From an optimization exercise on the open Yosys and OpenROAD flow, aimed at small area; shortcuts taken in it are not production practice.
RTL that was checked went through simulation tests only; none was proved equivalent to the original.
For run 4, only the layout was checked, not whether the RTL still works.

**standard.sh**
```bash
#!/bin/bash
# synth_recipe.tcl (not shown) runs the flow's synth.tcl, then flattens the netlist and writes it again
# the make line also repeats each setting of config.mk as NAME=value (left out here)
make -C /OpenROAD-flow-scripts/flow DESIGN_CONFIG=/design/flow/config.mk WORK_HOME=/design/flow/orfs CLKGATE_MAP_FILE= SYNTH_SCRIPT=/design/flow/synth_recipe.tcl "${@:-finish}"
```
**config.mk**
```make
export PLATFORM = sky130hd
export DESIGN_NAME = top
export DESIGN_NICKNAME = top
export VERILOG_FILES = /design/flow/design.v
export SDC_FILE = /design/flow/constraint.sdc
export NUM_CORES = 4
export LEC_CHECK = 0
export ABC_AREA = 1
export CAP_MARGIN = 20
export CORE_MARGIN = 2
export CORE_UTILIZATION = 40
export CTS_BUF_LIST = sky130_fd_sc_hd__clkbuf_8
export SLEW_MARGIN = 20
```
**constraint.sdc**
```tcl
create_clock -name core_clock -period 20.0 [get_ports {clk}]
set_input_delay 4.0000 -clock core_clock [delete_from_list [all_inputs] [get_ports {clk}]]
set_output_delay 4.0000 -clock core_clock [all_outputs]
set_load 0.01 [all_outputs]
```
**design.v**
```verilog
module sdm_dac_1st (
    input  logic        clk,
    input  logic        rst_n,
    input  logic        valid_in,
    input  logic [15:0] din,
    output logic        valid_out,
    output logic        dout
);
    logic [17:0] acc, y, t;
    logic [15:0] u;
    logic [16:0] z;    
    logic        s;
    assign s = acc[17];
    assign u = {~din[15], din[14:0]};
    always_comb begin
        z[0] = ~s;
        for (int i = 0; i < 16; i++) begin
            z[i+1] = z[i] & ~u[i];
            y[i]   = u[i] ^ z[i];
        end
        y[16] = s | z[16];
        y[17] = s | z[16];
    end
    dac_sum add (.acc(acc), .y(y), .t(t));
    always_ff @(posedge clk or negedge rst_n) begin
        if (!rst_n) begin
            acc       <= '0;
            valid_out <= 1'b0;
        end else begin
            valid_out <= valid_in;
            if (valid_in) acc <= t;
        end
    end
    assign dout = s;
endmodule
module dac_sum (
    input  logic [17:0] acc,
    input  logic [17:0] y,
    output logic [17:0] t
);
  logic d_s1;
  logic d_c1;
  logic d_s2;
  logic d_c2;
  logic d_s3;
  logic d_c3;
  logic d_s4;
  logic d_c4;
  logic d_s5;
  logic d_c5;
  logic d_s6;
  logic d_c6;
  logic d_s7;
  logic d_c7;
  logic d_s8;
  logic d_c8;
  logic d_s9;
  logic d_c9;
  logic d_s10;
  logic d_c10;
  logic d_s11;
  logic d_c11;
  logic d_s12;
  logic d_c12;
  logic d_s13;
  logic d_c13;
  logic d_s14;
  logic d_c14;
  logic d_s15;
  logic d_c15;
  logic d_s16;
  logic d_c16;
  logic d_s17;
  logic d_c17;
  logic d_s18;
  logic d_c18;
  assign d_s1 = acc[0] ^ y[0];
  assign d_c1 = acc[0] & y[0];
  assign t[0] = d_s1;
  assign d_s2 = acc[1] ^ y[1] ^ d_c1;
  assign d_c2 = (acc[1] | y[1]) & (acc[1] | d_c1) & (y[1] | d_c1);
  assign t[1] = d_s2;
  assign d_s3 = acc[2] ^ y[2] ^ d_c2;
  assign d_c3 = (acc[2] | y[2]) & (acc[2] | d_c2) & (y[2] | d_c2);
  assign t[2] = d_s3;
  assign d_s4 = acc[3] ^ y[3] ^ d_c3;
  assign d_c4 = (acc[3] | y[3]) & (acc[3] | d_c3) & (y[3] | d_c3);
  assign t[3] = d_s4;
  assign d_s5 = acc[4] ^ y[4] ^ d_c4;
  assign d_c5 = (acc[4] | y[4]) & (acc[4] | d_c4) & (y[4] | d_c4);
  assign t[4] = d_s5;
  assign d_s6 = acc[5] ^ y[5] ^ d_c5;
  assign d_c6 = (acc[5] | y[5]) & (acc[5] | d_c5) & (y[5] | d_c5);
  assign t[5] = d_s6;
  assign d_s7 = acc[6] ^ y[6] ^ d_c6;
  assign d_c7 = (acc[6] | y[6]) & (acc[6] | d_c6) & (y[6] | d_c6);
  assign t[6] = d_s7;
  assign d_s8 = acc[7] ^ y[7] ^ d_c7;
  assign d_c8 = (acc[7] | y[7]) & (acc[7] | d_c7) & (y[7] | d_c7);
  assign t[7] = d_s8;
  assign d_s9 = acc[8] ^ y[8] ^ d_c8;
  assign d_c9 = (acc[8] | y[8]) & (acc[8] | d_c8) & (y[8] | d_c8);
  assign t[8] = d_s9;
  assign d_s10 = acc[9] ^ y[9] ^ d_c9;
  assign d_c10 = (acc[9] | y[9]) & (acc[9] | d_c9) & (y[9] | d_c9);
  assign t[9] = d_s10;
  assign d_s11 = acc[10] ^ y[10] ^ d_c10;
  assign d_c11 = (acc[10] | y[10]) & (acc[10] | d_c10) & (y[10] | d_c10);
  assign t[10] = d_s11;
  assign d_s12 = acc[11] ^ y[11] ^ d_c11;
  assign d_c12 = (acc[11] | y[11]) & (acc[11] | d_c11) & (y[11] | d_c11);
  assign t[11] = d_s12;
  assign d_s13 = acc[12] ^ y[12] ^ d_c12;
  assign d_c13 = (acc[12] | y[12]) & (acc[12] | d_c12) & (y[12] | d_c12);
  assign t[12] = d_s13;
  assign d_s14 = acc[13] ^ y[13] ^ d_c13;
  assign d_c14 = (acc[13] | y[13]) & (acc[13] | d_c13) & (y[13] | d_c13);
  assign t[13] = d_s14;
  assign d_s15 = acc[14] ^ y[14] ^ d_c14;
  assign d_c15 = (acc[14] | y[14]) & (acc[14] | d_c14) & (y[14] | d_c14);
  assign t[14] = d_s15;
  assign d_s16 = acc[15] ^ y[15] ^ d_c15;
  assign d_c16 = (acc[15] | y[15]) & (acc[15] | d_c15) & (y[15] | d_c15);
  assign t[15] = d_s16;
  assign d_s17 = acc[16] ^ y[16] ^ d_c16;
  assign d_c17 = (acc[16] | y[16]) & (acc[16] | d_c16) & (y[16] | d_c16);
  assign t[16] = d_s17;
  assign d_s18 = acc[17] ^ y[17] ^ d_c17;
  assign d_c18 = (acc[17] | y[17]) & (acc[17] | d_c17) & (y[17] | d_c17);
  assign t[17] = d_s18;
endmodule
module comb_decimator (
    input  logic       clk,
    input  logic       rst_n,
    input  logic       valid_in,
    input  logic       din,
    output logic       take,       
    output logic [4:0] blk         
);
    logic [3:0] cnt, cnt_n;
    logic [4:0] blk_n;
    assign take = valid_in & (cnt == 4'd15);
    inc4 ic (.x(cnt), .ci(valid_in), .y(cnt_n));
    inc5 ib (.x(blk), .ci(din & valid_in), .y(blk_n));
    always_ff @(posedge clk or negedge rst_n) begin
        if (!rst_n) begin
            cnt <= 4'd0;
            blk <= 5'b11000;   
        end else begin
            cnt <= cnt_n;
            if (take) blk <= {4'b1100, din};
            else      blk <= blk_n;
        end
    end
endmodule
module inc5 (
    input  logic [4:0] x,
    input  logic ci,
    output logic [4:0] y
);
  logic inc5_s1;
  logic inc5_c1;
  logic inc5_s2;
  logic inc5_c2;
  logic inc5_s3;
  logic inc5_c3;
  logic inc5_s4;
  logic inc5_c4;
  assign inc5_s1 = x[0] ^ ci;
  assign inc5_c1 = x[0] & ci;
  assign y[0] = inc5_s1;
  assign inc5_s2 = x[1] ^ inc5_c1;
  assign inc5_c2 = x[1] & inc5_c1;
  assign y[1] = inc5_s2;
  assign inc5_s3 = x[2] ^ inc5_c2;
  assign inc5_c3 = x[2] & inc5_c2;
  assign y[2] = inc5_s3;
  assign inc5_s4 = x[3] ^ inc5_c3;
  assign inc5_c4 = x[3] & inc5_c3;
  assign y[3] = inc5_s4;
  assign y[4] = (x[4] ^ inc5_c4);
endmodule
module fir_decimator (
    input  logic               clk,
    input  logic               rst_n,
    input  logic               take,
    input  logic [4:0]         blk,
    output logic               valid_out,
    output logic signed [15:0] data_out
);
    logic [4:0]  hold;       
    logic [3:0]  wp;         
    logic        wrapped;    
    logic        v1, v2;     
    logic [3:0]  ph;         
    logic        px, py;     
    logic [1:0]  st;         
    logic        s0;         
    logic        clr;        
    logic [79:0] ring;       
    logic [31:0] acc;
    localparam logic [1:0] IDLE = 2'd0, WAIT = 2'd1, SW1 = 2'd2, SW2 = 2'd3;
    logic [3:0]  n, ph_n, wp_n, kc, k;
    logic        late, run, elig, x_a, y_a, x_b, y_b, use_ring, en, isy, load, f;
    logic [4:0]  o;
    inc4 iph (.x(ph), .ci(1'b1), .y(ph_n));
    inc4 iwp (.x(wp), .ci(take), .y(wp_n));
    assign n    = {wp[3:2], 2'b11};
    assign late = v1 | v2;
    assign run  = st[1];
    sub4 skc (.x(n), .y(ph), .d(kc));
    assign elig = run & (kc != 4'd1) & (kc != 4'd2) & (kc != 4'd3) & (kc != 4'd13);
    assign x_a  = v1 & (wp[1:0] == 2'd3);
    assign y_a  = v2 & (wp[1:0] == 2'd3);
    assign x_b  = px & (ph == wp);
    assign y_b  = py & (ph_n == wp);
    assign use_ring = elig;
    assign isy  = use_ring ? st[0] : (y_a | y_b);
    assign en   = elig | x_a | y_a | x_b | y_b;
    assign k    = use_ring ? kc : {2'b00, ~wp[1:0]};
    assign o    = use_ring ? ring[4:0] : hold;
    assign f    = (use_ring ? (ph == 4'd1) : (wp == 4'd1)) & ~wrapped;
    assign load = clr | (v2 & (wp[1:0] == 2'd0));
    always_ff @(posedge clk or negedge rst_n) begin
        if (!rst_n) begin
            hold    <= '0;
            wp      <= '0;
            wrapped <= 1'b0;
            v1      <= 1'b0;
            v2      <= 1'b0;
            ph      <= '0;
            px      <= 1'b0;
            py      <= 1'b0;
            st      <= IDLE;
            s0      <= 1'b0;
            clr     <= 1'b1;
        end else begin
            ph <= ph_n;
            v1 <= take;
            v2 <= v1;
            wp <= wp_n;
            if (take) begin
                hold    <= blk;
                if (wp == 4'd15) wrapped <= 1'b1;
            end
            if (ph == 4'd15) clr <= 1'b0;
            if (take)     px <= (wp[1:0] == 2'd0) | (wp[1:0] == 2'd1);
            else if (x_b) px <= 1'b0;
            if (take)     py <= (wp[1:0] == 2'd0) | (wp[1:0] == 2'd1);
            else if (y_b) py <= 1'b0;
            if (v2 & (wp[1:0] == 2'd0)) st <= WAIT;
            else if (ph[2:0] == 3'd7 && (st == WAIT || ph[3] != s0)) begin
                s0 <= ph_n[3];
                st <= (st == WAIT) ? SW1 : (st == SW1) ? SW2 : IDLE;
            end
        end
    end
    always_ff @(posedge clk) begin
        ring[74:0]  <= ring[79:5];
        ring[79:75] <= (clr | (ph == wp)) ? hold : ring[4:0];
    end
    logic [14:0] c;
    logic        cneg;
    always_comb begin
        case (k)
            4'd0, 4'd1, 4'd15: c = (k == 4'd0) ? 15'd119 : 15'd197;
            4'd2, 4'd14:       c = 15'd692;
            4'd4, 4'd12:       c = 15'd2613;
            4'd5, 4'd11:       c = 15'd2855;
            4'd6, 4'd10:       c = 15'd5177;
            4'd7, 4'd9:        c = 15'd18681;
            4'd8:              c = 15'd25580;
            default:           c = 15'd0;
        endcase
        cneg = (k == 4'd0) | (k == 4'd4) | (k == 4'd5) | (k == 4'd11) | (k == 4'd12);
    end
    logic [2:0] d1;
    logic       neg, two, one, neg3, one3, enx, e_neg;
    assign d1  = o[4:2] + {2'b00, o[1]};
    assign neg = en & ((isy ? o[1] : d1[2]) ^ cneg);
    assign two = en & (isy ? (o[1] & ~o[0]) : ((d1 == 3'd2) | (d1 == 3'b110)));
    assign one = en & (isy ? o[0] : d1[0]);
    assign enx = en & ~isy;
    always_comb begin
        if (f) begin
            one3  = enx & ~o[4];
            e_neg = 1'b1;
        end else begin
            one3  = enx & ((~o[4] & (o != 5'd0)) | (o == 5'b11000));
            e_neg = ~o[4];
        end
    end
    assign neg3 = one3 & (e_neg ^ cneg);
    logic [15:0] m, t;
    logic [16:0] ap;
    logic [14:0] m3, t3;
    logic [15:0] a3;
    logic [18:0] pp;         
    assign m  = two ? {c, 1'b0} : one ? {1'b0, c} : 16'd0;
    assign t  = m ^ {16{neg}};
    assign ap = {en & ~neg, t};
    assign pp = isy ? {2'b00, ap} : {ap, a3[13:12]};
    assign m3 = one3 ? c : 15'd0;
    assign t3 = m3 ^ {15{neg3}};
    assign a3 = {enx & ~neg3, t3};
    logic [31:0] sum, kload;
    fir_sum add (.acc(acc), .a3({a3[15:14], 2'b00, a3[11:0]}), .pp(pp), .neg12(neg & isy), .neg14(neg & ~isy),
                 .neg3(neg3), .sum(sum));
    localparam logic [31:0] KSTEP  = 32'h40000000 + 32'h10000000 + 32'h00008000;
    localparam logic [31:0] KBASE  = 32'd0 - 32'd15 * KSTEP;
    localparam logic [31:0] KFIRST = 32'd0 - 32'd3 * KSTEP + 32'd692 * 2048;
    assign kload = clr ? KFIRST :
                   KBASE + (wrapped ? 32'd0 : (wp[3] ^ wp[2]) ? 32'd5177 * 2048 : 32'd692 * 2048);
    always_ff @(posedge clk) begin
        if (load) acc[15:0] <= kload[15:0];
        else      acc[15:0] <= sum[15:0];
    end
    always_ff @(posedge clk or negedge rst_n) begin
        if (!rst_n)    acc[31:16] <= '0;
        else if (load) acc[31:16] <= kload[31:16];
        else           acc[31:16] <= sum[31:16];
    end
    assign valid_out = late ? (wp[1:0] == 2'd0) : (wp[1:0] == 2'd3);
    assign data_out  = acc[31:16];
endmodule
module fir_sum (
    input  logic [31:0] acc,
    input  logic [15:0] a3,
    input  logic [18:0] pp,
    input  logic neg12,
    input  logic neg14,
    input  logic neg3,
    output logic [31:0] sum
);
  logic e_s1;
  logic e_c1;
  logic e_s2;
  logic e_c2;
  logic e_s3;
  logic e_c3;
  logic e_s4;
  logic e_c4;
  logic e_s5;
  logic e_c5;
  logic e_s6;
  logic e_c6;
  logic e_s7;
  logic e_c7;
  logic e_s8;
  logic e_c8;
  logic e_s9;
  logic e_c9;
  logic e_s10;
  logic e_c10;
  logic e_s11;
  logic e_c11;
  logic e_s12;
  logic e_c12;
  logic e_s13;
  logic e_c13;
  logic e_s14;
  logic e_c14;
  logic e_s15;
  logic e_c15;
  logic e_s16;
  logic e_c16;
  logic e_s17;
  logic e_c17;
  logic e_s18;
  logic e_c18;
  logic e_s19;
  logic e_c19;
  logic e_s20;
  logic e_c20;
  logic e_s21;
  logic e_c21;
  logic e_s22;
  logic e_c22;
  logic e_s23;
  logic e_c23;
  logic e_s24;
  logic e_c24;
  logic e_s25;
  logic e_c25;
  logic e_s26;
  logic e_c26;
  logic e_s27;
  logic e_c27;
  logic e_s28;
  logic e_c28;
  logic e_s29;
  logic e_c29;
  logic e_s30;
  logic e_c30;
  logic e_s31;
  logic e_c31;
  logic e_s32;
  logic e_c32;
  logic e_s33;
  logic e_c33;
  logic e_s34;
  logic e_c34;
  logic e_s35;
  logic e_c35;
  logic e_s36;
  logic e_c36;
  logic e_s37;
  logic e_c37;
  logic e_s38;
  logic e_c38;
  logic e_s39;
  logic e_c39;
  logic e_s40;
  logic e_c40;
  logic e_s41;
  logic e_c41;
  logic e_s42;
  logic e_c42;
  logic e_s43;
  logic e_c43;
  logic e_s44;
  logic e_c44;
  logic e_s45;
  logic e_c45;
  logic e_s46;
  logic e_c46;
  logic e_s47;
  logic e_c47;
  logic e_s48;
  logic e_c48;
  logic e_s49;
  logic e_c49;
  logic e_s50;
  logic e_c50;
  logic e_s51;
  logic e_c51;
  logic e_s52;
  logic e_c52;
  logic e_s53;
  logic e_c53;
  assign e_s1 = acc[0] ^ a3[0] ^ neg3;
  assign e_c1 = (acc[0] | a3[0]) & (acc[0] | neg3) & (a3[0] | neg3);
  assign sum[0] = e_s1;
  assign e_s2 = acc[1] ^ a3[1] ^ e_c1;
  assign e_c2 = (acc[1] | a3[1]) & (acc[1] | e_c1) & (a3[1] | e_c1);
  assign sum[1] = e_s2;
  assign e_s3 = acc[2] ^ a3[2] ^ e_c2;
  assign e_c3 = (acc[2] | a3[2]) & (acc[2] | e_c2) & (a3[2] | e_c2);
  assign sum[2] = e_s3;
  assign e_s4 = acc[3] ^ a3[3] ^ e_c3;
  assign e_c4 = (acc[3] | a3[3]) & (acc[3] | e_c3) & (a3[3] | e_c3);
  assign sum[3] = e_s4;
  assign e_s5 = acc[4] ^ a3[4] ^ e_c4;
  assign e_c5 = (acc[4] | a3[4]) & (acc[4] | e_c4) & (a3[4] | e_c4);
  assign sum[4] = e_s5;
  assign e_s6 = acc[5] ^ a3[5] ^ e_c5;
  assign e_c6 = (acc[5] | a3[5]) & (acc[5] | e_c5) & (a3[5] | e_c5);
  assign sum[5] = e_s6;
  assign e_s7 = acc[6] ^ a3[6] ^ e_c6;
  assign e_c7 = (acc[6] | a3[6]) & (acc[6] | e_c6) & (a3[6] | e_c6);
  assign sum[6] = e_s7;
  assign e_s8 = acc[7] ^ a3[7] ^ e_c7;
  assign e_c8 = (acc[7] | a3[7]) & (acc[7] | e_c7) & (a3[7] | e_c7);
  assign sum[7] = e_s8;
  assign e_s9 = acc[8] ^ a3[8] ^ e_c8;
  assign e_c9 = (acc[8] | a3[8]) & (acc[8] | e_c8) & (a3[8] | e_c8);
  assign sum[8] = e_s9;
  assign e_s10 = acc[9] ^ a3[9] ^ e_c9;
  assign e_c10 = (acc[9] | a3[9]) & (acc[9] | e_c9) & (a3[9] | e_c9);
  assign sum[9] = e_s10;
  assign e_s11 = acc[10] ^ a3[10] ^ e_c10;
  assign e_c11 = (acc[10] | a3[10]) & (acc[10] | e_c10) & (a3[10] | e_c10);
  assign sum[10] = e_s11;
  assign e_s12 = acc[11] ^ a3[11] ^ e_c11;
  assign e_c12 = (acc[11] | a3[11]) & (acc[11] | e_c11) & (a3[11] | e_c11);
  assign sum[11] = e_s12;
  assign e_s13 = acc[12] ^ pp[0] ^ neg12;
  assign e_c13 = (acc[12] | pp[0]) & (acc[12] | neg12) & (pp[0] | neg12);
  assign e_s14 = e_c12 ^ e_s13;
  assign e_c14 = e_c12 & e_s13;
  assign sum[12] = e_s14;
  assign e_s15 = acc[13] ^ pp[1] ^ e_c13;
  assign e_c15 = (acc[13] | pp[1]) & (acc[13] | e_c13) & (pp[1] | e_c13);
  assign e_s16 = e_c14 ^ e_s15;
  assign e_c16 = e_c14 & e_s15;
  assign sum[13] = e_s16;
  assign e_s17 = acc[14] ^ a3[14] ^ pp[2];
  assign e_c17 = (acc[14] | a3[14]) & (acc[14] | pp[2]) & (a3[14] | pp[2]);
  assign e_s18 = neg14 ^ e_c15 ^ e_c16;
  assign e_c18 = (neg14 | e_c15) & (neg14 | e_c16) & (e_c15 | e_c16);
  assign e_s19 = e_s17 ^ e_s18;
  assign e_c19 = e_s17 & e_s18;
  assign sum[14] = e_s19;
  assign e_s20 = acc[15] ^ a3[15] ^ pp[3];
  assign e_c20 = (acc[15] | a3[15]) & (acc[15] | pp[3]) & (a3[15] | pp[3]);
  assign e_s21 = e_c17 ^ e_c18 ^ e_c19;
  assign e_c21 = (e_c17 | e_c18) & (e_c17 | e_c19) & (e_c18 | e_c19);
  assign e_s22 = e_s20 ^ e_s21;
  assign e_c22 = e_s20 & e_s21;
  assign sum[15] = e_s22;
  assign e_s23 = acc[16] ^ pp[4] ^ e_c20;
  assign e_c23 = (acc[16] | pp[4]) & (acc[16] | e_c20) & (pp[4] | e_c20);
  assign e_s24 = e_c21 ^ e_c22 ^ e_s23;
  assign e_c24 = (e_c21 | e_c22) & (e_c21 | e_s23) & (e_c22 | e_s23);
  assign sum[16] = e_s24;
  assign e_s25 = acc[17] ^ pp[5] ^ e_c23;
  assign e_c25 = (acc[17] | pp[5]) & (acc[17] | e_c23) & (pp[5] | e_c23);
  assign e_s26 = e_c24 ^ e_s25;
  assign e_c26 = e_c24 & e_s25;
  assign sum[17] = e_s26;
  assign e_s27 = acc[18] ^ pp[6] ^ e_c25;
  assign e_c27 = (acc[18] | pp[6]) & (acc[18] | e_c25) & (pp[6] | e_c25);
  assign e_s28 = e_c26 ^ e_s27;
  assign e_c28 = e_c26 & e_s27;
  assign sum[18] = e_s28;
  assign e_s29 = acc[19] ^ pp[7] ^ e_c27;
  assign e_c29 = (acc[19] | pp[7]) & (acc[19] | e_c27) & (pp[7] | e_c27);
  assign e_s30 = e_c28 ^ e_s29;
  assign e_c30 = e_c28 & e_s29;
  assign sum[19] = e_s30;
  assign e_s31 = acc[20] ^ pp[8] ^ e_c29;
  assign e_c31 = (acc[20] | pp[8]) & (acc[20] | e_c29) & (pp[8] | e_c29);
  assign e_s32 = e_c30 ^ e_s31;
  assign e_c32 = e_c30 & e_s31;
  assign sum[20] = e_s32;
  assign e_s33 = acc[21] ^ pp[9] ^ e_c31;
  assign e_c33 = (acc[21] | pp[9]) & (acc[21] | e_c31) & (pp[9] | e_c31);
  assign e_s34 = e_c32 ^ e_s33;
  assign e_c34 = e_c32 & e_s33;
  assign sum[21] = e_s34;
  assign e_s35 = acc[22] ^ pp[10] ^ e_c33;
  assign e_c35 = (acc[22] | pp[10]) & (acc[22] | e_c33) & (pp[10] | e_c33);
  assign e_s36 = e_c34 ^ e_s35;
  assign e_c36 = e_c34 & e_s35;
  assign sum[22] = e_s36;
  assign e_s37 = acc[23] ^ pp[11] ^ e_c35;
  assign e_c37 = (acc[23] | pp[11]) & (acc[23] | e_c35) & (pp[11] | e_c35);
  assign e_s38 = e_c36 ^ e_s37;
  assign e_c38 = e_c36 & e_s37;
  assign sum[23] = e_s38;
  assign e_s39 = acc[24] ^ pp[12] ^ e_c37;
  assign e_c39 = (acc[24] | pp[12]) & (acc[24] | e_c37) & (pp[12] | e_c37);
  assign e_s40 = e_c38 ^ e_s39;
  assign e_c40 = e_c38 & e_s39;
  assign sum[24] = e_s40;
  assign e_s41 = acc[25] ^ pp[13] ^ e_c39;
  assign e_c41 = (acc[25] | pp[13]) & (acc[25] | e_c39) & (pp[13] | e_c39);
  assign e_s42 = e_c40 ^ e_s41;
  assign e_c42 = e_c40 & e_s41;
  assign sum[25] = e_s42;
  assign e_s43 = acc[26] ^ pp[14] ^ e_c41;
  assign e_c43 = (acc[26] | pp[14]) & (acc[26] | e_c41) & (pp[14] | e_c41);
  assign e_s44 = e_c42 ^ e_s43;
  assign e_c44 = e_c42 & e_s43;
  assign sum[26] = e_s44;
  assign e_s45 = acc[27] ^ pp[15] ^ e_c43;
  assign e_c45 = (acc[27] | pp[15]) & (acc[27] | e_c43) & (pp[15] | e_c43);
  assign e_s46 = e_c44 ^ e_s45;
  assign e_c46 = e_c44 & e_s45;
  assign sum[27] = e_s46;
  assign e_s47 = acc[28] ^ pp[16] ^ e_c45;
  assign e_c47 = (acc[28] | pp[16]) & (acc[28] | e_c45) & (pp[16] | e_c45);
  assign e_s48 = e_c46 ^ e_s47;
  assign e_c48 = e_c46 & e_s47;
  assign sum[28] = e_s48;
  assign e_s49 = acc[29] ^ pp[17] ^ e_c47;
  assign e_c49 = (acc[29] | pp[17]) & (acc[29] | e_c47) & (pp[17] | e_c47);
  assign e_s50 = e_c48 ^ e_s49;
  assign e_c50 = e_c48 & e_s49;
  assign sum[29] = e_s50;
  assign e_s51 = acc[30] ^ pp[18] ^ e_c49;
  assign e_c51 = (acc[30] | pp[18]) & (acc[30] | e_c49) & (pp[18] | e_c49);
  assign e_s52 = e_c50 ^ e_s51;
  assign e_c52 = e_c50 & e_s51;
  assign sum[30] = e_s52;
  assign e_s53 = acc[31] ^ e_c51 ^ e_c52;
  assign e_c53 = (acc[31] | e_c51) & (acc[31] | e_c52) & (e_c51 | e_c52);
  assign sum[31] = e_s53;
endmodule
module inc4 (
    input  logic [3:0] x,
    input  logic ci,
    output logic [3:0] y
);
  logic inc4_s1;
  logic inc4_c1;
  logic inc4_s2;
  logic inc4_c2;
  logic inc4_s3;
  logic inc4_c3;
  assign inc4_s1 = x[0] ^ ci;
  assign inc4_c1 = x[0] & ci;
  assign y[0] = inc4_s1;
  assign inc4_s2 = x[1] ^ inc4_c1;
  assign inc4_c2 = x[1] & inc4_c1;
  assign y[1] = inc4_s2;
  assign inc4_s3 = x[2] ^ inc4_c2;
  assign inc4_c3 = x[2] & inc4_c2;
  assign y[2] = inc4_s3;
  assign y[3] = (x[3] ^ inc4_c3);
endmodule
module sub4 (
    input  logic [3:0] x,
    input  logic [3:0] y,
    output logic [3:0] d
);
  logic sb_s1;
  logic sb_c1;
  logic sb_s2;
  logic sb_c2;
  logic sb_s3;
  logic sb_c3;
  logic sb_s4;
  logic sb_c4;
  assign sb_s1 = x[0] ^ ~y[0] ^ 1'b1;
  assign sb_c1 = (x[0] | ~y[0]) & (x[0] | 1'b1) & (~y[0] | 1'b1);
  assign d[0] = sb_s1;
  assign sb_s2 = x[1] ^ ~y[1] ^ sb_c1;
  assign sb_c2 = (x[1] | ~y[1]) & (x[1] | sb_c1) & (~y[1] | sb_c1);
  assign d[1] = sb_s2;
  assign sb_s3 = x[2] ^ ~y[2] ^ sb_c2;
  assign sb_c3 = (x[2] | ~y[2]) & (x[2] | sb_c2) & (~y[2] | sb_c2);
  assign d[2] = sb_s3;
  assign sb_s4 = x[3] ^ ~y[3] ^ sb_c3;
  assign sb_c4 = (x[3] | ~y[3]) & (x[3] | sb_c3) & (~y[3] | sb_c3);
  assign d[3] = sb_s4;
endmodule
module sdm_adc_art (
    input  logic               clk,
    input  logic               rst_n,
    input  logic               valid_in,
    input  logic               din,
    output logic               valid_out,
    output logic signed [15:0] dout
);
    logic       take;
    logic [4:0] blk;
    comb_decimator inst1 (
        .clk(clk), .rst_n(rst_n), .valid_in(valid_in), .din(din),
        .take(take), .blk(blk)
    );
    fir_decimator inst2 (
        .clk(clk), .rst_n(rst_n), .take(take), .blk(blk),
        .valid_out(valid_out), .data_out(dout)
    );
endmodule
module top (
    input  logic              		clk,
    input  logic              		rst_n,
    input  logic              		valid_in_dac,    
    input  logic signed [15 : 0]    audio_in,        
    input  logic              		valid_in_adc,    
    input  logic              		sdm_in,          
    output logic              		valid_out_dac,
    output logic              		sdm_out,
    output logic              		valid_out_adc,
    output logic signed [15 : 0]    audio_out
);
  logic valid_out_dac_int;
  logic sdm_out_int;
  logic valid_out_adc_int;
  logic signed [15 : 0] audio_out_int;
  sdm_dac_1st dac_1st_order (
      .clk       (clk),
      .rst_n     (rst_n),
      .valid_in  (valid_in_dac),
      .din       (audio_in),
      .valid_out (valid_out_dac_int),
      .dout      (sdm_out_int)
  );
  assign valid_out_dac = valid_out_dac_int;
  assign sdm_out       = sdm_out_int;
  assign valid_out_adc = valid_out_adc_int;
  assign audio_out     = audio_out_int;
  sdm_adc_art adc_art (
      .clk       (clk),
      .rst_n     (rst_n),
      .valid_in  (valid_in_adc),
      .din       (sdm_in),
      .valid_out (valid_out_adc_int),
      .dout      (audio_out_int)
  );
endmodule
```
**flow/restructure.tcl**
```tcl
# Area recovery on the combinational logic between registers (registers and
# ports untouched), mapped onto the platform's cells minus its don't-use list.
set rmp_dir $::env(RESULTS_DIR)/rmp
file mkdir $rmp_dir
set rmp_lib $rmp_dir/rmp.lib
exec python3 [file join [file dirname [info script]] filter_lib.py] \
  [lindex $::env(LIB_FILES) 0] $rmp_lib $::env(DONT_USE_CELLS) \
  > $::env(RUN_DIR)/filter_lib.log 2>@1
restructure -target area -liberty_file $rmp_lib \
  -tielo_port sky130_fd_sc_hd__conb_1/LO -tiehi_port sky130_fd_sc_hd__conb_1/HI \
  -work_dir $rmp_dir -abc_logfile $::env(RUN_DIR)/restructure_abc.log
```
**flow/run.sh**
```bash
#!/bin/bash
# The standard layout with these changes: the port buffers are the
# smallest buffer cell, clock tree synthesis adds no dummy loads, and after
# floorplanning OpenROAD's restructure re-maps the combinational logic for
# area (flow/restructure.tcl). Logs here: standard.log (make), filter_lib.log,
# restructure_abc.log; ORFS's own logs are under orfs/logs.
set -euo pipefail
export RUN_DIR="$PWD"
export BUFFER_PORTS_ARGS="-buffer_cell sky130_fd_sc_hd__buf_1"
export POST_FLOORPLAN_TCL="$PWD/flow/restructure.tcl"
export CTS_ARGS="-sink_clustering_enable -repair_clock_nets -buf_list sky130_fd_sc_hd__clkbuf_8 -dont_use_dummy_load"
bash standard.sh > standard.log 2>&1
```
**flow/filter_lib.py**
```python
"""Write a copy of the platform's liberty without the cells the platform marks
don't-use, for the logic restructuring step (which reads a liberty file itself)."""
import sys, re
src, dst = sys.argv[1], sys.argv[2]
dont = set(sys.argv[3].split())
text = open(src).read()
out, i, dropped = [], 0, 0


pos = 0
pat = re.compile(r'\n(\s*)cell\s*\(\s*"?(\w+)"?\s*\)\s*\{')
while True:
    m = pat.search(text, pos)
    if not m:
        out.append(text[pos:])
        break
    # find the end of this cell group by brace counting
    depth, j = 1, m.end()
    while depth:
        c = text[j]
        if c == '{':
            depth += 1
        elif c == '}':
            depth -= 1
        j += 1
    if m.group(2) in dont:
        out.append(text[pos:m.start()])
        dropped += 1
    else:
        out.append(text[pos:j])
    pos = j
open(dst, 'w').write(''.join(out))
print(f"dropped {dropped} cells")
```
==> metrics.md, run 1 <==
| Metric | Value |
|---|---|
| Status | `timing/DRC/antenna clean` |
| CP arrival | `13.41 ns` |
| CP Class | `flip-flop to flip-flop` |
| Final Max Tran Viols | `0` |
| # IOs | `40` |
| Worst setup EP type | `flip-flop` |
| Commonest non-fill, non-tap cell in the layout | `nor2_1` |
| Clock sinks | `162` |
| Achievable clock frequency | `76.4 MHz` |
| # resized after CTS | `0` |
| Starting Density | `0.410` |
| Ys Warns | `3` |
| Fin Clk Skew | `0.0374 ns` |
| Rows | `52` |
| Final #Nets | `just under 1000` |
| Worst R2R End | `adc_art.inst2.acc[30]` |
| Via count | `6097` |
| Core area | `20300 um2` |
| Hold Crit Depth | `0` |
| Period utilization | `0.654` |
| Largest net degree at the start of global routing | `67` |
| Post-Syn Area | `8320 um2` |
| Post-CTS setup buffers | `0` |
| Die extent in y | `148 um` |
| Wire length per cell | `12.6 um` |
| Leading area contributor after synthesis | `dfxtp_1` |
| Dpl hpwl | `between 10000 and 15000 um` |
| Min Hold Slack | `about 0.31 ns` |
| ANT nets after route | `0` |
| Die X | `148 um` |
| CTS H-tree lvls | `4` |
| Post-Syn Area per Cell | `8.99 um2` |
| Ant diodes | `0` |
| Max-cap violations | `0` |
| Flip-flop and latch count after synthesis | `162` |
| Register area share after synthesis | `0.430` |
| Hold_sp | `adc_art.inst2.ring[72]` |
| # DRC | `0` |
| Slowest-stage cell, CP | `a2bb2oi_1` |
| Reg2Reg Launch Point | `adc_art.inst2.ph[3]` |
| CTS max path bufs | `2` |
| Unique masters post-synth | `37` |
| 1st-iter DRT viols | `419` |
| Global-route wire length before repair | `26300 um` |
| R2r setup slk | `6.91 ns` |
| Clock Latency Late Sink | `between 0.4 and 0.5 ns` |
| Relative slew margins | `0.388` |
| WHS Endpoint | `adc_art.inst2.ring[67]` |
| Commonest non-fill, non-tap cells in the layout | `nor2_1 (147), clkinv_1 (111), nand2_1 (99)` |
| Syn nets | `roughly 1100` |
| Dominant cells by area after synthesis | `dfxtp_1 (23%), dfrtp_1 (19%), fa_1 (12%)` |
| CTS tree | `yes` |
| Grt ovf | `0` |
| P&R area growth vs syn | `-2.72%` |
| HP Class | `flip-flop to flip-flop` |
| Share of layout cells above drive strength 1 | `0.0294` |
| Port Buffer Count | `39` |
| Initial antenna violation count | `0` |
| GR Util All Layers | `0.149` |
| Cts hold-fix bufs | `0` |
| # fillers | `2072` |
| Synth top area share | `0.231` |
| Worst r2r path cells | `slightly below 60` |
| Post-layout minimum cycle time | `13.09 ns` |
| DR vias/cell | `approximately 5.0` |
| Hold Vio Cnt, Final | `0` |
| Nature of the critical path startpoint | `flip-flop` |
| Post-Synthesis Cells | `926` |
| Die ar. | `roughly 22000 um2` |
| Clock root cell | `clkbuf_8` |
| Setup violations, final | `0` |
| Post-Route WL | `15400 um` |
| Crit-path max cell delay | `0.65 ns` |
| Worst path required time | `20.33 ns` |
| RSZ-0062 raised after global routing | `no` |
| Pre-antenna DRT Iters | `5` |
| Final TNS setup | `0 ns` |
| Placer Congestion | `about 0.85` |
| Vias in the first global route | `5636` |
| CP max FO | `10` |
| Clock slew at reported path FFs | `roughly 0.08 ns` |
| Slew at the pin closest to its max-slew limit | `roughly 0.92 ns` |
| TritonCTS Buffers | `17` |
-- stage by stage --
stage,util,area [um2],std cells,worst slack (ns)
5_1_grt,0.399,8100,1222,5.02
3_5_place_dp,0.387,7860,1205,7.11
4_1_cts,0.399,8100,1222,7.09
6_report,0.399,8100,1222,6.91
2_1_floorplan,-,8320,926,8.93
3_3_place_gp,0.387,7860,1205,7.62
-- critical path: cells and delay by family, from the launching register on --
kind,cells,cell delay (ns)
compound gates,27,6.89
xor+xnor,1,0.21
buf+inv,11,1.97
flops,1,0.44
simple gates,19,3.49
-- synthesized netlist by cell type --
cell and number:
nand2_1 223, inv_1 118, dfxtp_1 96, nand3_1 77, nor2_1 66, dfrtp_1 63
ha_1 56, fa_1 49, o21ai_0 41, buf_4 19, nand2_2 15, o21ai_1 14
a21oi_1 11, nand3_2 8, nand4_1 8, buf_6 7, clkbuf_1 6, inv_2 5
nor2_2 5, xnor2_1 5, xor2_1 5, nand2_4 4, or2_2 4, buf_2 3
dfstp_2 3, nor3_2 3, nand3b_1 2, buf_8 1, clkbuf_2 1, nand4_2 1
nor2_4 1, nor3_1 1, o211ai_1 1, o21a_1 1, o21ai_2 1, o22ai_1 1
or2_1 1
-- cell type report --
| type | count | area, um2 | area share |
|---|---|---|---|
| clock buffers | 17 | 234 | 0.0289 |
| inverters | 111 | 417 | 0.0515 |
| multi-input cells | 618 | 3350 | 0.413 |
| flip-flops and latches | 162 | 3580 | 0.442 |
| well taps | 270 | 338 | 0.0417 |
| repair buffers | 44 | 185 | 0.0229 |
-- layer usage --
metal  wire length (um)  share of wire  GRT usage
met1               7830           0.51      0.202
met2               6830           0.45      0.238
met3                492          0.032     0.0307
met4                197          0.013     0.0486
met5                  0              0          0
-- sequential cells by signal, summed over array words and instances, names as in the netlist --
name                     count
adc_art.inst1.cnt            4
adc_art.inst2.s0             1
adc_art.inst1.blk            5
dac_1st_order.acc           18
adc_art.inst2.ph             4
adc_art.inst2.py             1
adc_art.inst2.v1             1
adc_art.inst2.px             1
adc_art.inst2.wp             4
adc_art.inst2.v2             1
adc_art.inst2.st             2
adc_art.inst2.clr            1
adc_art.inst2.ring          80
dac_1st_order.valid_out      1
adc_art.inst2.acc           32
adc_art.inst2.wrapped        1
adc_art.inst2.hold           5
-- cells by family after synthesis --
| kind of cell | after synthesis | share of synthesized area |
|---|---|---|
| adders and majority gates | 105 | 0.202 |
| xor gates and xnor gates | 10 | 0.0105 |
| DFF | 162 | 0.430 |
| and+or+nand+nor | 419 | 0.225 |
| buffers and inverters | 160 | 0.0890 |
| AOI/OAI and AO/OA | 70 | 0.0433 |
-- how the worst max path moves through the flow --
stage | startpoint | to | cells past startpoint
finish | adc_art.inst2.ph[3] | adc_art.inst2.acc[30] | 58
global route | adc_art.inst2.ph[3] | adc_art.inst2.acc[30] | 58
CTS | adc_art.inst2.ph[3] | adc_art.inst2.acc[30] | 58
detailed placement | adc_art.inst2.ph[3] | adc_art.inst2.acc[30] | 58
global placement | adc_art.inst2.ph[3] | adc_art.inst2.acc[30] | 58
floorplan | adc_art.inst2.ph[0] | adc_art.inst2.acc[30] | 56
==> run 2, diff against run 1 <==
--- a/config.mk
+++ b/config.mk
@@ -5,7 +5,6 @@
 export SDC_FILE = /design/flow/constraint.sdc
 export NUM_CORES = 4
 export LEC_CHECK = 0
-export ABC_AREA = 1
 export CAP_MARGIN = 20
 export CORE_MARGIN = 2
 export CORE_UTILIZATION = 40
==> metrics.md, run 2 <==
| Metric | Value |
|---|---|
| Status | `timing/DRC/antenna clean` |
| Final TNS setup | `0 ns` |
| Synth Area in Compound Gates | `0.0815` |
| DR vias/cell | `5.10` |
| CTS tree | `yes` |
| Commonest non-fill, non-tap cells in the layout | `nor2_1 (125), o21ai_0 (110), clkinv_1 (99)` |
| CTS H-tree lvls | `4` |
| CP arrival | `14.31 ns` |
| Post-Route WL | `15600 um` |
| Clock sinks | `between 150 and 200` |
| Storage element area | `3580 um2` |
| Final Max Tran Viols | `0` |
| Via count | `6244` |
| Nature of the critical path startpoint | `flip-flop` |
| Post-synth top flop | `dfxtp_1` |
| Core area | `approximately 20000 um2` |
| P&R area growth vs syn | `0.154%` |
| Rows | `52` |
| Post-Syn Area | `8120 um2` |
| Register area share after synthesis | `0.441` |
| Clock root cell | `clkbuf_8` |
| Mux cell area share after synthesis | `0.0465` |
| Fin Clk Skew | `around 0.024 ns` |
| Largest Register | `adc_art.inst2.ring` |
| Ant diodes | `0` |
| Final #Nets | `978` |
| Worst path required time | `~20 ns` |
| Post-CTS setup buffers | `0` |
| Largest net degree at the start of global routing | `67` |
| Post-synthesis xor/xnor area fraction | `0.0595` |
| Post-Syn Area per Cell | `between 10 and 15 um2` |
| Initial antenna violation count | `0` |
| Top cell by count, worst path | `nor2_1` |
| Post-Synth Adder-Cell Area | `0.207` |
| Slew at the pin closest to its max-slew limit | `0.876 ns` |
| Leading area contributor after synthesis | `dfxtp_1` |
| Share of layout cells above drive strength 1 | `0.0304` |
| HP Class | `flip-flop to flip-flop` |
| Hold Vio Cnt, Final | `0` |
| Dominant cells by area after synthesis | `dfxtp_1 (24%), dfrtp_1 (19%), fa_1 (12%)` |
| Achievable clock frequency | `71.5 MHz` |
| Vias in the first global route | `approximately 5600` |
| Worst setup EP type | `flip-flop` |
| CP max FO | `14` |
| Slowest-stage cell, CP | `o2bb2ai_1` |
| Placed inst area | `7900 um2` |
| ANT nets after route | `0` |
| Die extent in y | `roughly 150 um` |
| CP Class | `flip-flop to flip-flop` |
| Most frequent cells after synthesis | `dfxtp_1 (96), inv_1 (67), nand2_1 (64), dfrtp_1 (63), ha_1 (56)` |
| Starting Density | `0.404` |
| CP bufs+invs | `5` |
| Ys Warns | `3` |
| TritonCTS Buffers | `17` |
| Syn nets | `854` |
| Post-synth EDFFs | `0` |
| Pre-antenna DRT Iters | `6` |
| Dpl hpwl | `11400 um` |
| Period utilization | `0.699` |
| Die ar. | `21500 um2` |
| Asr flop ratio synth | `0.407` |
| Die X | `146 um` |
| Placer Congestion | `0.846` |
| Max-cap violations | `0` |
| Top-count cell post-synth | `dfxtp_1` |
| 1st-iter DRT viols | `around 340` |
| Crit-path max cell delay | `slightly below 0.8 ns` |
| Grt ovf | `0` |
| Clock Latency Late Sink | `0.45 ns` |
| Synth top area share | `0.237` |
| Unique masters post-synth | `67` |
| Port Buffer Count | `39` |
| # DRC | `0` |
| Post-Synthesis Cells | `728` |
| Flip-flop and latch count after synthesis | `162` |
| Clock slew at reported path FFs | `0.08 ns` |
| Largest family of logic cells by synthesized area | `adder cells` |
| Largest register FFs | `80` |
| RSZ-0062 raised after global routing | `no` |
| Relative slew margins | `0.416` |
| Global-route wire length before repair | `26300 um` |
| Multi-input logic area | `3410 um2` |
| # IOs | `40` |
| CP top delay family | `compound AO/OA/AOI/OAI gates` |
| Post-Synth Simple-Gate Area | `0.0968` |
| Wire length per cell | `12.7 um` |
| Post-layout minimum cycle time | `13.98 ns` |
| Cts hold-fix bufs | `0` |
| CTS max path bufs | `2` |
| Largest registers | `adc_art.inst2.ring (80), adc_art.inst2.acc (32), dac_1st_order.acc (18)` |
| GR Util All Layers | `0.150` |
| # fillers | `2047` |
| Commonest non-fill, non-tap cell in the layout | `nor2_1` |
| Final Instance Area | `8130 um2` |
| Setup violations, final | `0` |
| # resized after CTS | `0` |
==> run 2: cell families (layout without fill, tap and decap cells) <==
logic type	after synthesis	after routing
buf+inv	114	162
compound gates	93	364
flops	162	162
fa+ha+maj	105	0
simple gates	169	262
xor+xnor	50	5
mux	35	0
==> run 2: area by class of cell <==
class / count / area share
tap: 270 / 0.0416
sequential: 162 / 0.440
timing repair buffer: 46 / 0.0246
multi-input combinational: 631 / 0.419
inverter: 99 / 0.0457
clock buffer: 17 / 0.0288
==> run 2: layer usage <==
layer,wire (um),part of all wire,GRT usage,up-vias
li1,-,-,-,3304
met1,7770,0.50,0.207,2759
met2,6770,0.43,0.235,155
met3,819,0.053,0.0369,26
met4,228,0.015,0.0442,0
met5,0,0,0,-
==> run 2: final timing paths <==
check	start	end	slack, ns	cells past startpoint
setup / recovery	adc_art.inst2.ph[3]	adc_art.inst2.acc[31]	6.02	61
setup reg to reg	adc_art.inst2.ph[3]	adc_art.inst2.acc[31]	6.02	61
min in group asynchronous	rst_n	dac_1st_order.acc[12]	3.74	2
max in group asynchronous	rst_n	adc_art.inst2.hold[2]	15.69	2
hold reg to reg	adc_art.inst2.ring[49]	adc_art.inst2.ring[44]	0.31	0
hold / removal	adc_art.inst2.ring[49]	adc_art.inst2.ring[44]	0.31	0
==> run 2: per-stage QoR <==
step / worst slack (ns) / utilization / cells / hold WS, ns
floorplan: 8.12 / - / 728 / 0.310
global placement: 6.86 / 0.393 / 1208 / 0.310
detailed placement: 6.34 / 0.393 / 1208 / 0.312
CTS: 6.20 / 0.404 / 1225 / 0.313
global route: 3.86 / 0.404 / 1225 / 0.317
finish: 6.02 / 0.404 / 1225 / 0.308
==> run 2: worst reg2reg max path, delay by kind of cell (launching register included) <==
| family | cells | cell delay (ns) |
|---|---|---|
| compound gates | 23 | 6.41 |
| simple gates | 32 | 5.59 |
| buf+inv | 5 | 1.30 |
| flops | 1 | 0.40 |
| xor+xnor | 1 | 0.16 |
==> run 3, diff against run 2 <==
--- a/design.v
+++ b/design.v
@@ -232,7 +232,6 @@
             px      <= 1'b0;
             py      <= 1'b0;
             st      <= IDLE;
-            s0      <= 1'b0;
             clr     <= 1'b1;
         end else begin
             ph <= ph_n;
@@ -250,11 +249,12 @@
             else if (y_b) py <= 1'b0;
             if (v2 & (wp[1:0] == 2'd0)) st <= WAIT;
             else if (ph[2:0] == 3'd7 && (st == WAIT || ph[3] != s0)) begin
-                s0 <= ph_n[3];
                 st <= (st == WAIT) ? SW1 : (st == SW1) ? SW2 : IDLE;
             end
         end
     end
+    always_ff @(posedge clk)
+        if (ph[2:0] == 3'd7 && st == WAIT) s0 <= ph_n[3];
     always_ff @(posedge clk) begin
         ring[74:0]  <= ring[79:5];
         ring[79:75] <= (clr | (ph == wp)) ? hold : ring[4:0];
--- a/config.mk
+++ b/config.mk
@@ -5,6 +5,7 @@
 export SDC_FILE = /design/flow/constraint.sdc
 export NUM_CORES = 4
 export LEC_CHECK = 0
+export ABC_AREA = 1
 export CAP_MARGIN = 20
 export CORE_MARGIN = 2
 export CORE_UTILIZATION = 40
==> metrics.md, run 3 <==
| Metric | Value |
|---|---|
| # IOs | `40` |
| P&R area growth vs syn | `-4.27%` |
| Vias in the first global route | `5380` |
| CTS max path bufs | `2` |
| Starting Density | `0.410` |
| Slew at the pin closest to its max-slew limit | `0.970 ns` |
| Top-count cell post-synth | `nand2_1` |
| # DRC | `0` |
| Max-cap violations | `0` |
| Largest Register | `adc_art.inst2.ring` |
| CP max FO | `11` |
| Placer Congestion | `roughly 0.88` |
| Top cell by count, worst path | `nor2_1` |
| Placed insts | `1202` |
| Place WS | `7.09 ns` |
| CTS H-tree lvls | `4` |
| Dpl hpwl | `11400 um` |
| Cts hold-fix bufs | `0` |
| CP Class | `flip-flop to flip-flop` |
| Nature of the critical path startpoint | `flip-flop` |
| Clock sinks | `162` |
| Synth top area share | `0.230` |
| Grt ovf | `0` |
| Post-Syn Area per Cell | `about 9.0 um2` |
| Post-synth top flop | `dfxtp_1` |
| CP arrival | `roughly 13 ns` |
| DR vias/cell | `4.98` |
| Die ar. | `22100 um2` |
| Pre-antenna DRT Iters | `5` |
| Share of layout cells above drive strength 1 | `0.0295` |
| Syn nets | `1053` |
| Worst setup EP type | `flip-flop` |
| Global-route wire length before repair | `25500 um` |
| Commonest non-fill, non-tap cell in the layout | `nor2_1` |
| Fin Clk Skew | `0.0340 ns` |
| Post-Route WL | `15400 um` |
| # fillers | `approximately 2100` |
| Post-synth EDFFs | `1` |
| Post-Synthesis Cells | `927` |
| Commonest non-fill, non-tap cells in the layout | `nor2_1 (150), o21ai_0 (125), nand2_1 (98)` |
| Dominant cells by area after synthesis | `dfxtp_1 (23%), dfrtp_1 (19%), fa_1 (12%)` |
| Final Max Tran Viols | `0` |
| HP Class | `flip-flop to flip-flop` |
| Final Instance Area | `8000 um2` |
| Rows | `52` |
| Clock Latency Late Sink | `0.45 ns` |
| Initial antenna violation count | `0` |
| Largest register FFs | `80` |
| Asr flop ratio synth | `0.401` |
| Period utilization | `0.655` |
| Post-layout minimum cycle time | `about 13 ns` |
| Wire length per cell | `12.7 um` |
| Flip-flop and latch count after synthesis | `162` |
| Port Buffer Count | `39` |
| Relative slew margins | `0.347` |
| Die extent in y | `149 um` |
| Setup violations, final | `0` |
| Final worst slack | `6.91 ns` |
| Post-CTS setup buffers | `0` |
| GR Util All Layers | `0.143` |
| Unique masters post-synth | `40` |
| Via count | `a little over 6000` |
| RSZ-0062 raised after global routing | `no` |
| TritonCTS Buffers | `17` |
| Slowest-stage cell, CP | `o21ai_0` |
| Clock slew at reported path FFs | `0.10 ns` |
| Hold Vio Cnt, Final | `0` |
| Worst path required time | `20.31 ns` |
| Largest registers | `adc_art.inst2.ring (80), adc_art.inst2.acc (32), dac_1st_order.acc (18)` |
| Post-Syn Area | `around 8400 um2` |
| Post-route insts no fill | `approximately 1200` |
| Most frequent cells after synthesis | `nand2_1 (223), inv_1 (131), dfxtp_1 (96), nand3_1 (75), nor2_1 (63)` |
| 1st-iter DRT viols | `431` |
| Register area share after synthesis | `0.429` |
| # resized after CTS | `0` |
| Core area | `20400 um2` |
| Ys Warns | `3` |
| Final #Nets | `roughly 970` |
| ANT nets after route | `0` |
| Storage element area | `3580 um2` |
| Placed inst area | `~7800 um2` |
| Crit-path max cell delay | `0.77 ns` |
| Largest net degree at the start of global routing | `66` |
| Multi-input logic area | `between 3000 and 4000 um2` |
| Clock root cell | `clkbuf_8` |
| Final TNS setup | `0 ns` |
| Achievable clock frequency | `approximately 76 MHz` |
| Leading area contributor after synthesis | `dfxtp_1` |
| Status | `timing/DRC/antenna clean` |
| CTS tree | `yes` |
| Die X | `about 150 um` |
| Ant diodes | `0` |
run 3: cell type report:
type	count	share of cell area
Inverter	95	0.0446
Tap cell	270	0.0422
Sequential cell	162	0.448
Multi-Input combinational cell	629	0.411
Timing Repair Buffer	46	0.0250
Clock buffer	17	0.0292
run 3: cells by family after synthesis:
group | Yosys count | synth area share
flip-flops | 162 | 0.429
adder cells (fa/ha/maj) | 105 | 0.201
XOR/XNOR | 10 | 0.0105
buffers and inverters | 170 | 0.0892
AND/OR/NAND/NOR | 410 | 0.226
AO/OA/AOI/OAI | 70 | 0.0440
run 3: worst max-delay path, delay by kind of cell, from the launching register on:
| family | cells | cell delay [ns] |
|---|---|---|
| AOI/OAI and AO/OA | 14 | 3.98 |
| xor gates and xnor gates | 1 | 0.19 |
| buffers and inverters | 3 | 0.77 |
| DFF | 1 | 0.36 |
| muxes | 1 | 0.35 |
| and+or+nand+nor | 43 | 7.30 |
run 3: worst paths after layout:
check	cells after the start	from	end	slack (ns)
min in group asynchronous	2	rst_n	dac_1st_order.acc[11]	3.74
max in group asynchronous	2	rst_n	adc_art.inst2.acc[17]	15.68
setup reg to reg	62	adc_art.inst2.ph[2]	adc_art.inst2.acc[31]	6.91
setup / recovery	62	adc_art.inst2.ph[2]	adc_art.inst2.acc[31]	6.91
hold reg to reg	0	adc_art.inst2.ring[55]	adc_art.inst2.ring[50]	0.29
hold / removal	0	adc_art.inst2.ring[55]	adc_art.inst2.ring[50]	0.29
run 3: metal layers:
| layer | global-route usage | routed length, um | share of wire | vias up |
|---|---|---|---|---|
| met1 | 0.205 | 8010 | 0.52 | 2681 |
| li1 | - | - | - | 3252 |
| met2 | 0.217 | 6510 | 0.42 | 124 |
| met4 | 0.0400 | 221 | 0.014 | 0 |
| met5 | 0 | 0 | 0 | - |
| met3 | 0.0344 | 681 | 0.044 | 19 |
run 3: per-stage QoR:
step / utilization / hold slack [ns]
2_1_floorplan: - / 0.310
3_3_place_gp: 0.381 / 0.310
3_5_place_dp: 0.381 / 0.312
4_1_cts: 0.393 / 0.292
5_1_grt: 0.393 / 0.307
6_report: 0.393 / 0.294
==> run 4, diff against run 3 <==
--- a/design.v
+++ b/design.v
@@ -12,14 +12,16 @@
     logic        s;
     assign s = acc[17];
     assign u = {~din[15], din[14:0]};
+    logic sv;
+    assign sv = s & valid_in;
     always_comb begin
-        z[0] = ~s;
+        z[0] = ~s & valid_in;
         for (int i = 0; i < 16; i++) begin
             z[i+1] = z[i] & ~u[i];
-            y[i]   = u[i] ^ z[i];
+            y[i]   = (u[i] & valid_in) ^ z[i];
         end
-        y[16] = s | z[16];
-        y[17] = s | z[16];
+        y[16] = sv | z[16];
+        y[17] = sv | z[16];
     end
     dac_sum add (.acc(acc), .y(y), .t(t));
     always_ff @(posedge clk or negedge rst_n) begin
@@ -28,7 +30,7 @@
             valid_out <= 1'b0;
         end else begin
             valid_out <= valid_in;
-            if (valid_in) acc <= t;
+            acc <= t;
         end
     end
     assign dout = s;
==> metrics.md, run 4 <==
| Metric | Value |
|---|---|
| Fin Clk Skew | `0.0301 ns` |
| Placed inst area | `7780 um2` |
| Synth Area in Compound Gates | `0.0420` |
| Hold_sp | `adc_art.inst2.ring[68]` |
| Leading area contributor after synthesis | `dfxtp_1` |
| Clock slew at reported path FFs | `0.08 ns` |
| Largest net degree at the start of global routing | `66` |
| Flip-flop and latch count after synthesis | `162` |
| Final #Nets | `965` |
| Post-Synth Adder-Cell Area | `0.179` |
| Initial antenna violation count | `0` |
| Post-synth top flop | `dfxtp_1` |
| Post-synthesis xor/xnor area fraction | `0.0222` |
| Most frequent cells after synthesis | `nand2_1 (211), inv_1 (131), dfxtp_1 (96), nand3_1 (82), nor2_1 (64)` |
| Starting Density | `0.408` |
| Largest register FFs | `80` |
| Top-count cell post-synth | `nand2_1` |
| Final worst slack | `7.47 ns` |
| CP top delay family | `compound AO/OA/AOI/OAI gates` |
| Post-layout minimum cycle time | `12.53 ns` |
| Via count | `around 6000` |
| Final Max Tran Viols | `0` |
| Place WS | `between 7 and 8 ns` |
| Dpl hpwl | `~11000 um` |
| Placed insts | `1195` |
| Register area share after synthesis | `0.432` |
| Post-Syn Area | `about 8300 um2` |
| Post-Synthesis Cells | `just over 900` |
| Final Util | `0.395` |
| Vias in the first global route | `5547` |
| Port Buffer Count | `39` |
| Slowest-stage cell, CP | `a2bb2oi_1` |
| Top cell by count, worst path | `o21ai_0` |
| Cts hold-fix bufs | `0` |
| Storage element area | `~3600 um2` |
| Grt ovf | `0` |
| Status | `timing/DRC/antenna clean` |
| Post-Route WL | `15400 um` |
| Ys Warns | `3` |
| Worst path required time | `20.34 ns` |
| Setup violations, final | `0` |
| Wire length per cell | `around 13 um` |
| Post-Syn Area per Cell | `8.95 um2` |
| Crit-path max cell delay | `0.73 ns` |
| Asr flop ratio synth | `0.401` |
| Largest family of logic cells by synthesized area | `simple AND/OR/NAND/NOR gates` |
| TritonCTS Buffers | `17` |
| CP Class | `flip-flop to flip-flop` |
| CP arrival | `approximately 13 ns` |
| CTS max path bufs | `2` |
| Reg2Reg Launch Point | `adc_art.inst2.ph[3]` |
| Die X | `148 um` |
| Mux cell area share after synthesis | `0` |
| 1st-iter DRT viols | `362` |
| Synth top area share | `0.232` |
| Worst setup EP type | `flip-flop` |
| CTS H-tree lvls | `4` |
| Achievable clock frequency | `79.8 MHz` |
| # resized after CTS | `0` |
| Period utilization | `0.626` |
| R2r setup slk | `7.47 ns` |
| Hold Vio Cnt, Final | `0` |
| Dominant cells by area after synthesis | `dfxtp_1 (23%), dfrtp_1 (19%), fa_1 (12%)` |
| ANT nets after route | `0` |
| Global-route wire length before repair | `26400 um` |
| Placer Congestion | `0.884` |
| Unique masters post-synth | `40` |
| Final Instance Area | `8010 um2` |
| # fillers | `2097` |
| CTS tree | `yes` |
| Clock Latency Late Sink | `0.44 ns` |
| Commonest non-fill, non-tap cell in the layout | `nor2_1` |
| CP bufs+invs | `9` |
| Die extent in y | `148 um` |
| WHS Endpoint | `adc_art.inst2.ring[63]` |
| Slew at the pin closest to its max-slew limit | `0.896 ns` |
| Max-cap violations | `0` |
| Post-synth EDFFs | `1` |
| Nature of the critical path startpoint | `flip-flop` |
| Ant diodes | `0` |
| # DRC | `0` |
| # IOs | `40` |
| Post-Synth Simple-Gate Area | `0.232` |
| Post-route insts no fill | `1212` |
| Pre-antenna DRT Iters | `5` |
| Post-CTS setup buffers | `0` |
| Commonest non-fill, non-tap cells in the layout | `nor2_1 (148), o21ai_0 (118), clkinv_1 (106)` |
| Largest Register | `adc_art.inst2.ring` |
| GR Util All Layers | `0.149` |
| Die ar. | `around 22000 um2` |
| Worst r2r path cells | `57` |
| Multi-input logic area | `3270 um2` |
| Final TNS setup | `0 ns` |
| Worst R2R End | `adc_art.inst2.acc[30]` |
| P&R area growth vs syn | `-3.35%` |
| DR vias/cell | `between 4 and 5` |
| Largest registers | `adc_art.inst2.ring (80), adc_art.inst2.acc (32), dac_1st_order.acc (18)` |
| Clock sinks | `around 160` |
| Hold Crit Depth | `0` |
| Clock root cell | `clkbuf_8` |
| Share of layout cells above drive strength 1 | `0.0297` |
| CP max FO | `12` |
| Relative slew margins | `0.397` |
| Syn nets | `1036` |
| Rows | `52` |
| HP Class | `flip-flop to flip-flop` |
| RSZ-0062 raised after global routing | `no` |
| Core area | `20300 um2` |
-- run 4: cell types whose count changed after synthesis, sizes merged, moves of 3 or more --
cell,change
nand3,+6
nand2,-11
xor2,+6
inv,+6
xnor2,+5
a21oi,+3
o21ai,-10
nor2,+3
nand4,+4
ha,-16
-- run 4: logic make-up after synthesis --
kind of cell,count (synthesis)
AND/OR/NAND/NOR,413
buffers and inverters,176
flip-flops,162
adder cells (fa/ha/maj),89
AO/OA/AOI/OAI,65
XOR/XNOR,21
-- run 4: area by class of cell --
class / instances / share of cell area
inverter: 106 / 0.0497
sequential: 162 / 0.447
timing repair buffer: 45 / 0.0242
tap: 270 / 0.0422
clock buffer: 17 / 0.0292
multi-input combinational: 612 / 0.408
-- run 4: through the flow --
| stage | hold slack [ns] |
|---|---|
| global placement | 0.311 |
| floorplan | 0.310 |
| CTS | 0.317 |
| finish | 0.315 |
| detailed placement | 0.312 |
| global route | 0.315 |
-- run 4: worst max path at each step --
stage | start | to | slack (ns) | cells after the start
final | adc_art.inst2.ph[3] | adc_art.inst2.acc[30] | 7.47 | 57
after floorplan | valid_in_dac | dac_1st_order.acc[17] | 8.86 | 25
after global placement | adc_art.inst2.ph[3] | adc_art.inst2.acc[30] | 8.23 | 57
after CTS | adc_art.inst2.ph[3] | adc_art.inst2.acc[30] | 7.69 | 57
after detailed placement | adc_art.inst2.ph[3] | adc_art.inst2.acc[30] | 7.78 | 57
after global routing | adc_art.inst2.ph[3] | adc_art.inst2.acc[30] | 5.86 | 57
-- run 4: routing by layer --
| layer | wire [um] | global-route usage | vias up |
|---|---|---|---|
| met1 | 7870 | 0.210 | 2658 |
| met4 | 221 | 0.0495 | 0 |
| met3 | 622 | 0.0346 | 23 |
| met2 | 6670 | 0.227 | 114 |
| met5 | 0 | 0 | - |
| li1 | - | - | 3234 |
==> run 5, diff against run 4 <==
--- a/design.v
+++ b/design.v
@@ -234,6 +234,7 @@
             px      <= 1'b0;
             py      <= 1'b0;
             st      <= IDLE;
+            s0      <= 1'b0;
             clr     <= 1'b1;
         end else begin
             ph <= ph_n;
@@ -251,12 +252,11 @@
             else if (y_b) py <= 1'b0;
             if (v2 & (wp[1:0] == 2'd0)) st <= WAIT;
             else if (ph[2:0] == 3'd7 && (st == WAIT || ph[3] != s0)) begin
+                s0 <= ph_n[3];
                 st <= (st == WAIT) ? SW1 : (st == SW1) ? SW2 : IDLE;
             end
         end
     end
-    always_ff @(posedge clk)
-        if (ph[2:0] == 3'd7 && st == WAIT) s0 <= ph_n[3];
     always_ff @(posedge clk) begin
         ring[74:0]  <= ring[79:5];
         ring[79:75] <= (clr | (ph == wp)) ? hold : ring[4:0];
==> metrics.md, run 5 <==
| Metric | Value |
|---|---|
| 1st-iter DRT viols | `427` |
| Reg2Reg Launch Point | `adc_art.inst2.ph[3]` |
| Final worst slack | `6.28 ns` |
| Worst r2r path cells | `between 60 and 70` |
| Synth top area share | `0.234` |
| CTS tree | `yes` |
| CTS max path bufs | `2` |
| Post-layout minimum cycle time | `13.72 ns` |
| Achievable clock frequency | `72.9 MHz` |
| Commonest non-fill, non-tap cell in the layout | `nor2_1` |
| Post-Synthesis Cells | `931` |
| GR Util All Layers | `0.142` |
| Grt ovf | `0` |
| R2r setup slk | `6.28 ns` |
| Placed insts | `about 1200` |
| Setup violations, final | `0` |
| Dpl hpwl | `11000 um` |
| Ys Warns | `3` |
| Core area | `20200 um2` |
| Top-count cell post-synth | `nand2_1` |
| Pre-antenna DRT Iters | `5` |
| P&R area growth vs syn | `-3.38%` |
| Clock root cell | `clkbuf_8` |
| Post-CTS setup buffers | `0` |
| Worst setup EP type | `flip-flop` |
| Fin Clk Skew | `around 0.035 ns` |
| Wire length per cell | `12.5 um` |
| Flip-flop and latch count after synthesis | `162` |
| Post-Syn Area per Cell | `8.84 um2` |
| Ant diodes | `0` |
| Top cell by count, worst path | `nor2_1` |
| Share of layout cells above drive strength 1 | `0.0270` |
| Leading area contributor after synthesis | `dfxtp_1` |
| Largest registers | `adc_art.inst2.ring (80), adc_art.inst2.acc (32), dac_1st_order.acc (18)` |
| Register area share after synthesis | `0.435` |
| Placer Congestion | `0.809` |
| Clock sinks | `about 160` |
| Hold_sp | `adc_art.inst2.ring[27]` |
| Commonest non-fill, non-tap cells in the layout | `nor2_1 (135), o21ai_0 (119), dfxtp_1 (96)` |
| Multi-input logic area | `3280 um2` |
| # fillers | `2035` |
| Vias in the first global route | `5202` |
| Post-Route WL | `14900 um` |
| Status | `timing/DRC/antenna clean` |
| Post-route insts no fill | `1196` |
| Global-route wire length before repair | `25000 um` |
| Dominant cells by area after synthesis | `dfxtp_1 (23%), dfrtp_1 (19%), fa_1 (12%)` |
| Starting Density | `0.407` |
| Worst path required time | `20.33 ns` |
| Post-synth EDFFs | `0` |
| Die X | `147 um` |
| Final Util | `0.393` |
| Clock slew at reported path FFs | `0.07 ns` |
| Slowest-stage cell, CP | `a31oi_1` |
| Final Max Tran Viols | `0` |
| CP Class | `flip-flop to flip-flop` |
| Asr flop ratio synth | `0.407` |
| Unique masters post-synth | `38` |
| Cts hold-fix bufs | `0` |
| Period utilization | `0.686` |
| TritonCTS Buffers | `17` |
| RSZ-0062 raised after global routing | `no` |
| # DRC | `0` |
| Storage element area | `3580 um2` |
| Hold Vio Cnt, Final | `0` |
| Rows | `52` |
| Post-Syn Area | `8230 um2` |
| Via count | `6018` |
==> run 5: changes by cell type in the layout (fill, tap and decap cells not counted), sizes merged, moves of 2 or more <==
cell     previous run  this run
or3                 2         4
o22ai              44        47
o221ai              4         2
a221oi              3         1
a211oi              9         6
o21a                6         9
a2bb2oi            23        20
nor2              148       135
clkinv            106        92
o2bb2ai             5         9
nand2              67        71
a21oi              69        73
and2                5         7
o211ai              0         2
==> run 5: metal layers <==
metal  share of wire  vias up  GRT usage
met4           0.012        0     0.0428
met5               0        -          0
li1                -     3208          -
met1            0.50     2665      0.202
met3           0.051       17     0.0370
met2            0.44      128      0.214
==> run 5: per-stage QoR <==
stage	instance area, um2	hold WS (ns)
2_1_floorplan	8230	0.310
3_3_place_gp	7720	0.310
3_5_place_dp	7720	0.312
4_1_cts	7950	0.310
5_1_grt	7950	0.313
6_report	7950	0.307
==> run 5: critical path, delay by kind of cell, from the launching register on <==
family | cells | cell delay, ns
compound gates | 25 | 5.48
xor+xnor | 1 | 0.24
buf+inv | 6 | 1.73
flops | 1 | 0.41
simple gates | 30 | 5.73
==> run 5: worst max-delay path by stage <==
stage | depth (start not counted) | slack (ns) | endpoint
after floorplan | 57 | 8.86 | adc_art.inst2.acc[30]
after global placement | 62 | 7.01 | adc_art.inst2.acc[30]
after detailed placement | 62 | 6.56 | adc_art.inst2.acc[30]
after CTS | 62 | 6.48 | adc_art.inst2.acc[30]
after global routing | 62 | 4.62 | adc_art.inst2.acc[30]
final | 62 | 6.28 | adc_art.inst2.acc[30]
==> run 5: area by class of cell <==
type	count	area share
clock buffers	17	0.0294
inverters	92	0.0434
multi-input cells	612	0.412
flip-flops and latches	162	0.450
well taps	270	0.0425
repair buffers	43	0.0223
==> run 5: kinds of logic after synthesis <==
| kind of cell | share of synthesized area |
|---|---|
| buf+inv | 0.0949 |
| compound gates | 0.0388 |
| simple gates | 0.230 |
| xor+xnor | 0.0213 |
| fa+ha+maj | 0.180 |
| flops | 0.435 |

## re-timing with driven ports
In the flow no input, the clock included, has a driving cell. The finished layouts below were timed again as built, in two steps. Step 1 sets driving cells, clkbuf_16 on the clock port and buf_2 on the other inputs (assumed; they add their load-dependent delay and slew). Step 2 also shifts input and output timing later by t, the mid clock arrival at the registers, as if the neighbouring blocks saw the same clock. Three values: ideal, step 1, step 2; two values: the first two.
run	t (ns)	setup WS [ns]	worst hold slack (ns)	worst data-port slew with drivers (ns)
run 1	0.476	6.914 / 6.914 / 6.914	0.309 / 0.309 / 0.309	0.03
run 2	0.473	6.018 / 6.018 / 6.018	0.308 / 0.308 / 0.308	0.04
run 3	0.463	6.910 / 6.910 / 6.910	0.294 / 0.294 / 0.294	0.04
run 4	0.469	7.472 / 7.472 / 7.472	0.315 / 0.315 / 0.315	0.03
run 5	0.467	6.277 / 6.277 / 6.277	0.307 / 0.307 / 0.307	0.04
After both steps setup and hold are still met in every run listed.
